Context: an optimization exercise on an open-source flow, tuned for a short achievable clock period and few clock cycles per item. The choices shown serve that exercise and are no tape-out recipe.
Only simulation tests tie the RTL to the original design; equivalence was not proved.
No activity file was given, so power comes from the tool's default toggle rates.

==> 07-12: inputs <==
Design risc_v, start of the top module:
module risc_v
(
 input   wire                        CLK,
 input   wire                        RST,
 output  wire     [31:0]             PC,
 input   wire     [31:0]             Instr,
 output  wire                        MemWrite,
 output  wire     [31:0]             DataAdr,
 output  wire     [31:0]             WriteData,
 input   wire     [31:0]             ReadData
);
==> flow/config.mk <==
export PLATFORM = sky130hd
export DESIGN_NAME = risc_v
export DESIGN_NICKNAME = risc_v
export VERILOG_FILES = /design/flow/design.v
export SDC_FILE = /design/flow/constraint.sdc
export NUM_CORES = 8
export LEC_CHECK = 0
export CAP_MARGIN = 20
export CORE_MARGIN = 2
export CORE_UTILIZATION = 55
export SLEW_MARGIN = 20
export SYNTH_HIERARCHICAL = 1
export SYNTH_MINIMUM_KEEP_SIZE = 0
==> flow/constraint.sdc <==
create_clock -name core_clock -period 14.0 [get_ports {CLK}]
set_input_delay 2.8000 -clock core_clock [delete_from_list [all_inputs] [get_ports {CLK}]]
set_output_delay 2.8000 -clock core_clock [all_outputs]
set_load 0.01 [all_outputs]
standard.sh (not shown) runs the stock make flow with config.mk's settings and CLKGATE_MAP_FILE= SYNTH_SCRIPT=/design/flow/synth_recipe.tcl, a recipe that flattens the netlist after the stock synthesis.
==> flow/flow/run.sh <==
#!/bin/bash
# Layout flow: the standard ORFS flow (standard.sh), unchanged synthesis,
# with two changes to how the layout is made:
#  - the ports are buffered with sky130_fd_sc_hd__buf_8 instead of the default pick;
#  - timing repair (repair_timing after CTS and after global routing) asks for
#    SETUP_SLACK_MARGIN ns of setup slack, so that it works on paths well inside
#    the 14 ns clock. The clock, the SDC and every constraint stay the design's.
# Each step's full output goes to a log file in the folder this runs in; ORFS's
# own per-step logs are under orfs/logs/.
set -euo pipefail
bash standard.sh synth > synth.log 2>&1
bash standard.sh SETUP_SLACK_MARGIN=10 "BUFFER_PORTS_ARGS=-buffer_cell sky130_fd_sc_hd__buf_8" finish > layout.log 2>&1
==> inputs of 10-13, as changes to 07-12 <==
--- a/flow/design.v
+++ b/flow/design.v
@@ -10,21 +10,22 @@
  input   wire     [31:0]             ReadData
 );
   reg         rst_q;              
   reg  [31:0] pc_f;
   reg  [31:0] pc_o;               
   reg         v_d;
   reg  [31:0] pc_d;
   reg  [31:0] ir_d;
-  reg  [31:0] rs1oh_d, rs2oh_d;
+  reg  [31:0] erv1_d, erv2_d;     
   reg  [31:0] immop_d;            
   reg         lw_d, sw_d, r_d, jal_d, brd_d, wr_d, use1_d, use2_d;
-  reg         fe1_d, fe2_d, fm1_d, fm2_d, fw1_d, fw2_d;
-  reg         vsel_d;             
+  reg         fe1_d, fe2_d, fm1_d, fm2_d, fw1_d, fw2_d, fx1_d, fx2_d, fy1_d, fy2_d;
+  reg         vm_d, vw_d, vx_d, vr1_d, vr2_d;
+  reg  [12:0] pr_d;
   reg         sub_d, ssum_d, slt_d, sor_d, sand_d;
   reg  [31:0] p4_d;               
   reg         pt_d;               
   reg  [63:0] bht;                
   reg  [31:0] a_e, b_e, bb_e;
   reg         we_e, lw_e, sw_e, br_e;
   reg         pt_e;
   reg         upd_e, out_e;       
@@ -38,16 +39,20 @@
   reg  [31:0] res_m, wd_m;
   reg  [31:0] res_mn;             
   reg  [31:0] res_o;              
   reg         we_m, lw_m, sw_m;
   reg  [4:0]  rd_m;
   reg  [31:0] val_w;
   reg         we_w;
   reg  [4:0]  rd_w;
+  reg  [31:0] val_x;
+  reg         we_x;
+  reg  [4:0]  rd_x;
+  reg  [31:0] val_y;
   reg  [31:0] rfv;
   wire [1023:0] rf;               
   wire [6:0] op_f   = Instr[6:0];
   wire [2:0] f3_f   = Instr[14:12];
   wire [4:0] rs1_f  = Instr[19:15];
   wire [4:0] rs2_f  = Instr[24:20];
   wire lw_f   = (op_f == 7'b0000011);
   wire sw_f   = (op_f == 7'b0100011);
@@ -65,48 +70,34 @@
   wire sub_f  = alu_f & ((f3_f == 3'b000) ? (r_f & Instr[30]) : (f3_f == 3'b010));
   wire ssum_f = ~alu_f | (f3_f == 3'b000);
   wire slt_f  = alu_f & (f3_f == 3'b010);
   wire sor_f  = alu_f & (f3_f == 3'b110);
   wire sand_f = alu_f & (f3_f != 3'b000) & (f3_f != 3'b010) & (f3_f != 3'b110);
   wire [31:0] immI_f  = {{20{Instr[31]}}, Instr[31:20]};
   wire [31:0] immS_f  = {{20{Instr[31]}}, Instr[31:25], Instr[11:7]};
   wire [31:0] immop_f = jal_f ? 32'd4 : sw_f ? immS_f : immI_f;
-  wire [31:0] rs1oh_f = 32'b1 << rs1_f;
-  wire [31:0] rs2oh_f = 32'b1 << rs2_f;
   wire [20:0] immJ_f = {Instr[31], Instr[19:12], Instr[20], Instr[30:21], 1'b0};
   wire [20:0] immB_f = {{9{Instr[31]}}, Instr[7], Instr[30:25], Instr[11:8], 1'b0};
   wire [10:0] hip_f, him_f;
   wire [21:0] loJ_f, loB_f;
   wire [31:0] p4_f;
   incdec11 u_hif (.a(pc_f[31:21]), .p(hip_f), .m(him_f));
   ksadd #(.N(21), .L(5)) u_tj (.a(pc_f[20:0]), .b(immJ_f), .ci(1'b0), .si(1'b0), .s(loJ_f));
   ksadd #(.N(21), .L(5)) u_tb (.a(pc_f[20:0]), .b(immB_f), .ci(1'b0), .si(1'b0), .s(loB_f));
   inc4     u_p4  (.a(pc_f), .s(p4_f));
   wire [4:0] rd_d  = ir_d[11:7];
   wire [4:0] rs1_d = ir_d[19:15];
   wire [4:0] rs2_d = ir_d[24:20];
   wire [31:0] immB_d = {{20{ir_d[31]}}, ir_d[7], ir_d[30:25], ir_d[11:8], 1'b0};
   wire [31:0] tgt_d;
   add32 u_tgtd (.a(pc_d), .b(immB_d), .s(tgt_d));
-  wire [31:0] sel1_d = rs1oh_d & rfv;
-  wire [31:0] sel2_d = rs2oh_d & rfv;
-  reg  [31:0] rr1_d, rr2_d;
-  integer k;
-  always @(*) begin
-    rr1_d = 32'b0;
-    rr2_d = 32'b0;
-    for (k = 0; k < 32; k = k + 1) begin
-      rr1_d = rr1_d | ({32{sel1_d[k]}} & rf[32*k +: 32]);
-      rr2_d = rr2_d | ({32{sel2_d[k]}} & rf[32*k +: 32]);
-    end
-  end
   wire [31:0] wv_m  = lw_m ? ReadData : res_m;
-  wire [31:0] rf1_d = fm1_d ? wv_m : fw1_d ? val_w : rr1_d;
-  wire [31:0] rf2_d = fm2_d ? wv_m : fw2_d ? val_w : rr2_d;
+  wire [31:0] rf1_d = fm1_d ? wv_m : fw1_d ? val_w : fx1_d ? val_x : fy1_d ? val_y : erv1_d;
+  wire [31:0] rf2_d = fm2_d ? wv_m : fw2_d ? val_w : fx2_d ? val_x : fy2_d ? val_y : erv2_d;
   wire ma_d   = use1_d & ~lw_e & fe1_d;
   wire la_d   = use1_d & lw_e  & fe1_d;
   wire mb_d   = use2_d & ~lw_e & fe2_d;
   wire lb_d   = use2_d & lw_e  & fe2_d;
   wire mbY_d  = mb_d & r_d;                   
   wire lbY_d  = lb_d & r_d;
   wire inva_d = sub_d & lbY_d & ~la_d;        
   wire zero_d = sub_d & lbY_d & la_d;         
@@ -135,22 +126,37 @@
                             .po(po_e), .c(co_e), .a(X_e), .b(Y_e), .r(resn_e));
   resmux #(.INV(0)) u_reso (.ssum(ssum_e), .sor(sor_e), .sand(sand_e), .slt(slt_e), .sltn(sltn_e),
                             .po(po_e), .c(co_e), .a(X_e), .b(Y_e), .r(reso_e));
   wire eq_e    = (Aq_e == Bq_e);
   wire taken_e = br_e & (eq_e ^ pt_e);    
   wire        e1_d   = fe1_d;
   wire        e2_d   = fe2_d;
   wire        efast  = ~lw_e & ~xl_e & ~yl_e & (ssum_e | sor_e | sand_e);
-  wire        ok1_d  = e1_d ? efast : fm1_d ? ~lw_m : fw1_d;
-  wire        ok2_d  = e2_d ? efast : fm2_d ? ~lw_m : fw2_d;
+  wire        ok1_d  = e1_d ? efast : ~(fm1_d & lw_m) & ~fy1_d;
+  wire        ok2_d  = e2_d ? efast : ~(fm2_d & lw_m) & ~fy2_d;
   wire        dres_d = ok1_d & ok2_d;
   wire        ee_d   = e1_d | e2_d;                
-  wire [31:0] vE_d   = vsel_d ? res_m : val_w;     
-  wire        eqR_d  = (fm1_d == fm2_d) | (res_m == val_w);
+  wire [31:0] vE_d   = ({32{vm_d}} & res_m) | ({32{vw_d}} & val_w) | ({32{vx_d}} & val_x) |
+                       ({32{vr1_d}} & erv1_d) | ({32{vr2_d}} & erv2_d);
+  wire [12:0] peq_d;
+  eq32 u_e0  (.a(res_m),  .b(val_w),  .eq(peq_d[0]));     
+  eq32 u_e1  (.a(res_m),  .b(val_x),  .eq(peq_d[1]));     
+  eq32 u_e2  (.a(res_m),  .b(erv2_d), .eq(peq_d[2]));     
+  eq32 u_e3  (.a(val_w),  .b(res_m),  .eq(peq_d[3]));     
+  eq32 u_e4  (.a(val_w),  .b(val_x),  .eq(peq_d[4]));     
+  eq32 u_e5  (.a(val_w),  .b(erv2_d), .eq(peq_d[5]));     
+  eq32 u_e6  (.a(val_x),  .b(res_m),  .eq(peq_d[6]));     
+  eq32 u_e7  (.a(val_x),  .b(val_w),  .eq(peq_d[7]));     
+  eq32 u_e8  (.a(val_x),  .b(erv2_d), .eq(peq_d[8]));     
+  eq32 u_e9  (.a(erv1_d), .b(res_m),  .eq(peq_d[9]));     
+  eq32 u_e10 (.a(erv1_d), .b(val_w),  .eq(peq_d[10]));    
+  eq32 u_e11 (.a(erv1_d), .b(val_x),  .eq(peq_d[11]));    
+  eq32 u_e12 (.a(erv1_d), .b(erv2_d), .eq(peq_d[12]));    
+  wire        eqR_d  = |(pr_d & peq_d);
   wire        eqE_d;
   fasteq u_feq (.x(Xe_e), .y(Ye_e), .ci(ci_e), .ssum(ssum_e), .sor(sor_e), .sand(sand_e),
                 .v(vE_d), .eq(eqE_d));
   wire        eq_d   = ee_d ? eqE_d : eqR_d;
   wire [31:0] rtgt_d = pt_d ? p4_d : tgt_d;
   wire go_d    = v_d & ~taken_e & ~stall;
   wire mie_d   = go_d & brd_d & dres_d & ~pt_d;            
   wire min_d   = go_d & brd_d & dres_d & pt_d;             
@@ -162,17 +168,44 @@
   wire [4:0] rs1_n = stall ? rs1_d : rs1_f;
   wire [4:0] rs2_n = stall ? rs2_d : rs2_f;
   wire fe1_n = go_d & wr_d & (rd_d == rs1_f);
   wire fe2_n = go_d & wr_d & (rd_d == rs2_f);
   wire fm1_n = we_e & (rd_e == rs1_n);
   wire fm2_n = we_e & (rd_e == rs2_n);
   wire fw1_n = we_m & (rd_m == rs1_n);
   wire fw2_n = we_m & (rd_m == rs2_n);
-  wire vsel_n = fe1_n ? fm2_n : fm1_n;
+  wire fx1_n = we_w & (rd_w == rs1_n);
+  wire fx2_n = we_w & (rd_w == rs2_n);
+  wire fy1_n = stall & we_x & (rd_x == rs1_d);
+  wire fy2_n = stall & we_x & (rd_x == rs2_d);
+  wire s1m_n = fm1_n;
+  wire s1w_n = ~fm1_n & fw1_n;
+  wire s1x_n = ~fm1_n & ~fw1_n & fx1_n;
+  wire s1r_n = ~fm1_n & ~fw1_n & ~fx1_n & ~fy1_n;
+  wire s2m_n = fm2_n;
+  wire s2w_n = ~fm2_n & fw2_n;
+  wire s2x_n = ~fm2_n & ~fw2_n & fx2_n;
+  wire s2r_n = ~fm2_n & ~fw2_n & ~fx2_n & ~fy2_n;
+  wire [12:0] pr_n = {s1r_n & s2r_n, s1r_n & s2x_n, s1r_n & s2w_n, s1r_n & s2m_n,
+                      s1x_n & s2r_n, s1x_n & s2w_n, s1x_n & s2m_n,
+                      s1w_n & s2r_n, s1w_n & s2x_n, s1w_n & s2m_n,
+                      s1m_n & s2r_n, s1m_n & s2x_n, s1m_n & s2w_n};
+  wire om_n = fe1_n ? fm2_n : fm1_n;
+  wire ow_n = fe1_n ? fw2_n : fw1_n;
+  wire ox_n = fe1_n ? fx2_n : fx1_n;
+  wire vm_n  = om_n;
+  wire vw_n  = ~om_n & ow_n;
+  wire vx_n  = ~om_n & ~ow_n & ox_n;
+  wire vr_n  = ~om_n & ~ow_n & ~ox_n;    
+  wire [31:0] sel1_n = (32'b1 << rs1_f) & rfv;
+  wire [31:0] sel2_n = (32'b1 << rs2_f) & rfv;
+  wire [31:0] rr1_n, rr2_n;
+  rfread u_rr1 (.sel(sel1_n), .rf(rf), .y(rr1_n));
+  rfread u_rr2 (.sel(sel2_n), .rf(rf), .y(rr2_n));
   assign PC = pc_o;
   wire        pred_f  = bht[pc_f[7:2]];
   wire [31:0] early_f = ~rst_q ? 32'b0 : taken_e ? rtgt_e : stall ? pc_f : p4_f;
   wire        sj0_f   = rst_q & ~stall & jal_f;
   wire        sb0_f   = rst_q & ~stall & (beqs_f | (brd_f & pred_f));
   wire        selj_f  = sj0_f & ~taken_e;
   wire        selb_f  = sb0_f & ~taken_e;
   wire [31:0] next_f, nexto_f;
@@ -201,26 +234,35 @@
   end
   always @(posedge CLK) begin
     fe1_d <= fe1_n;
     fe2_d <= fe2_n;
     fm1_d <= fm1_n;
     fm2_d <= fm2_n;
     fw1_d <= fw1_n;
     fw2_d <= fw2_n;
-    vsel_d <= vsel_n;
+    fx1_d <= fx1_n;
+    fx2_d <= fx2_n;
+    fy1_d <= fy1_n;
+    fy2_d <= fy2_n;
+    pr_d  <= pr_n;
+    vm_d  <= vm_n;
+    vw_d  <= vw_n;
+    vx_d  <= vx_n;
+    vr1_d <= vr_n & ~fe1_n;
+    vr2_d <= vr_n & fe1_n;
     pc_f <= next_f;
     pc_o <= nexto_f;
     if (!stall) begin
+      erv1_d  <= rr1_n;
+      erv2_d  <= rr2_n;
       pc_d    <= pc_f;
       p4_d    <= p4_f;
       pt_d    <= brd_f & pred_f;
       ir_d    <= Instr;
-      rs1oh_d <= rs1oh_f;
-      rs2oh_d <= rs2oh_f;
       immop_d <= immop_f;
       lw_d    <= lw_f;
       sw_d    <= sw_f;
       r_d     <= r_f;
       jal_d   <= jal_f;
       brd_d   <= brd_f;
       wr_d    <= wr_f;
       use1_d  <= use1_f;
@@ -285,18 +327,27 @@
     res_o <= reso_e;
     wd_m  <= Bv_e;
     rd_m  <= rd_e;
   end
   assign MemWrite  = sw_m;
   assign DataAdr   = res_o;
   assign WriteData = wd_m;
   always @(posedge CLK or negedge RST) begin
-    if (!RST) we_w <= 1'b0;
-    else      we_w <= we_m;
+    if (!RST) begin
+      we_w <= 1'b0; we_x <= 1'b0;
+    end else begin
+      we_w <= we_m;
+      we_x <= we_w;
+    end
+  end
+  always @(posedge CLK) begin
+    val_x <= val_w;
+    rd_x  <= rd_w;
+    val_y <= val_x;
   end
   always @(posedge CLK) begin
     val_w <= wv_m;
     rd_w  <= rd_m;
   end
   genvar gi;
   generate
     for (gi = 0; gi < 32; gi = gi + 1) begin : x
@@ -471,16 +522,56 @@
     for (i = 0; i < 32; i = i + 1) begin : b_
       mux1 m (.s(sel[i]), .a(INV ? ~d1[i] : d1[i]), .b(INV ? ~d0[i] : d0[i]), .y(r[i]));
     end
   endgenerate
 endmodule
 module inc4 (input wire [31:0] a, output wire [31:0] s);
   assign s = a + 32'd4;
 endmodule
+module eq32 (input wire [31:0] a, input wire [31:0] b, output wire eq);
+  wire [31:0] x;
+  xnorv u_x (.a(a), .b(b), .y(x));
+  and32 u_a (.a(x), .y(eq));
+endmodule
+module xnorv (input wire [31:0] a, input wire [31:0] b, output wire [31:0] y);
+  assign y = a ~^ b;
+endmodule
+module rfread (input wire [31:0] sel, input wire [1023:0] rf, output wire [31:0] y);
+  wire [32*16-1:0] t1;
+  wire [32*8-1:0]  t2;
+  wire [32*4-1:0]  t3;
+  wire [32*2-1:0]  t4;
+  wire [31:0]      t5;
+  genvar j;
+  generate
+    for (j = 0; j < 16; j = j + 1) begin : l1
+      aoi22w c (.s0(sel[2*j]), .a0(rf[32*(2*j) +: 32]), .s1(sel[2*j+1]), .a1(rf[32*(2*j+1) +: 32]),
+                .y(t1[32*j +: 32]));
+    end
+    for (j = 0; j < 8; j = j + 1) begin : l2
+      nandv c (.a(t1[32*(2*j) +: 32]), .b(t1[32*(2*j+1) +: 32]), .y(t2[32*j +: 32]));
+    end
+    for (j = 0; j < 4; j = j + 1) begin : l3
+      norv c (.a(t2[32*(2*j) +: 32]), .b(t2[32*(2*j+1) +: 32]), .y(t3[32*j +: 32]));
+    end
+    for (j = 0; j < 2; j = j + 1) begin : l4
+      nandv c (.a(t3[32*(2*j) +: 32]), .b(t3[32*(2*j+1) +: 32]), .y(t4[32*j +: 32]));
+    end
+  endgenerate
+  norv c5 (.a(t4[31:0]), .b(t4[63:32]), .y(t5));
+  assign y = ~t5;
+endmodule
+module aoi22w (input wire s0, input wire [31:0] a0, input wire s1, input wire [31:0] a1,
+               output wire [31:0] y);
+  assign y = ~(({32{s0}} & a0) | ({32{s1}} & a1));
+endmodule
+module norv #(parameter N = 32) (input wire [N-1:0] a, input wire [N-1:0] b, output wire [N-1:0] y);
+  assign y = ~(a | b);
+endmodule
 module mux1 (input wire s, input wire a, input wire b, output wire y);
   assign y = s ? a : b;
 endmodule
 module incdec11 (input wire [10:0] a, output wire [10:0] p, output wire [10:0] m);
   assign p = a + 11'd1;
   assign m = a - 11'd1;
 endmodule
 module fsel
==> impl_results.html <==
<table>
<tr><th>Metric</th><th>Value</th></tr>
<tr><th colspan="2">Layout</th></tr>
<tr><td>Area used by sequential logic in the layout</td><td>0.0469 mm2</td></tr>
<tr><td>Layout area overhead</td><td>16.0%</td></tr>
<tr><td>Multi-input combinational cell area</td><td>0.0504 mm2</td></tr>
<tr><td>Non-clock buffer total of the final layout</td><td>538</td></tr>
<tr><td>Antenna diode count</td><td>14</td></tr>
<tr><td>CLK BUF</td><td>228</td></tr>
<tr><th colspan="2">Power</th></tr>
<tr><td>Total power</td><td>11.9 mW</td></tr>
<tr><td>VDD IR-drop max</td><td>0.115 mV</td></tr>
<tr><td>Clock network fraction of design power</td><td>42.6%</td></tr>
<tr><th colspan="2">Placed design</th></tr>
<tr><td>DP Cell Count</td><td>11352</td></tr>
<tr><th colspan="2">Detailed routing</th></tr>
<tr><td>Length of routed met3 wiring</td><td>65400 um</td></tr>
<tr><th colspan="2">Run status</th></tr>
<tr><td>Run status</td><td>finished clean</td></tr>
<tr><th colspan="2">Setup path</th></tr>
<tr><td>Worst-case register-to-register setup slack</td><td>9.86 ns</td></tr>
<tr><td>Critical R2R Capture</td><td>a_e[5]$_DFF_P_</td></tr>
<tr><td>Worst Reg2Reg Path Length in Cells</td><td>9</td></tr>
<tr><td>Largest fanout on the critical path</td><td>1</td></tr>
<tr><th colspan="2">Floorplanning</th></tr>
<tr><td>Die footprint</td><td>0.182 mm2</td></tr>
<tr><th colspan="2">Global routing</th></tr>
<tr><td>M2 GR Usage</td><td>64.6%</td></tr>
<tr><td>Number of global-route vias before repair</td><td>78392</td></tr>
</table>
That was 07-12.
==> impl_results.html <==
<table>
<tr><th>Metric</th><th>Value</th></tr>
<tr><th colspan="2">Power</th></tr>
<tr><td>VDD IR-drop max</td><td>0.120 mV</td></tr>
<tr><td>Total power</td><td>12.8 mW</td></tr>
<tr><th colspan="2">Run status</th></tr>
<tr><td>Run status</td><td>finished clean</td></tr>
<tr><th colspan="2">Placed design</th></tr>
<tr><td>DP Cell Count</td><td>13473</td></tr>
<tr><th colspan="2">Detailed routing</th></tr>
<tr><td>Length of routed met3 wiring</td><td>65700 um</td></tr>
<tr><th colspan="2">Setup path</th></tr>
<tr><td>Worst Reg2Reg Path Length in Cells</td><td>16</td></tr>
<tr><td>Worst-case register-to-register setup slack</td><td>9.75 ns</td></tr>
<tr><td>Largest fanout on the critical path</td><td>11</td></tr>
<tr><th colspan="2">Layout</th></tr>
<tr><td>CLK BUF</td><td>257</td></tr>
<tr><td>Non-clock buffer total of the final layout</td><td>578</td></tr>
<tr><td>Layout area overhead</td><td>17.9%</td></tr>
<tr><td>Area used by sequential logic in the layout</td><td>0.0488 mm2</td></tr>
<tr><th colspan="2">Global routing</th></tr>
<tr><td>Number of global-route vias before repair</td><td>87472</td></tr>
<tr><td>M2 GR Usage</td><td>61.9%</td></tr>
<tr><th colspan="2">Floorplanning</th></tr>
<tr><td>Die footprint</td><td>0.201 mm2</td></tr>
</table>
That was 10-13.
Testbench counts of 07-12, summed over its fixed seeds: cycles 73,139, instructions 70,638.
Testbench counts of 10-13, summed over its fixed seeds: cycles 72,408, instructions 70,638.

afterwards: timing with drivers on the ports:
The flow's constraints put no driver on any port. The routed layouts listed below were extracted and timed again, unchanged, in two steps. Step 1 sets driving cells, clkbuf_16 on the clock port and buf_2 on the other inputs (assumed; they add their load-dependent delay and slew). Step 2 times the ports against the registers' clock, not the clock port: input delays grow and output delays shrink by t, the midpoint of the rising clock arrivals with the driver on. Three values: ideal, step 1, step 2; two values: the first two.
| run | shift t [ns] | slack for setup (ns) | worst setup path at the end |
|---|---|---|---|
| 07-12 | 0.942 | 9.821 / 9.729 / 9.034 | input to register |
| 10-13 | 0.934 | 9.738 / 9.704 / 8.770 | input to register |
After both steps every run listed still meets setup and hold. The setup slack of 10-13, which loses most, moves by -0.034 ns with the drivers and by -0.968 ns with both steps.
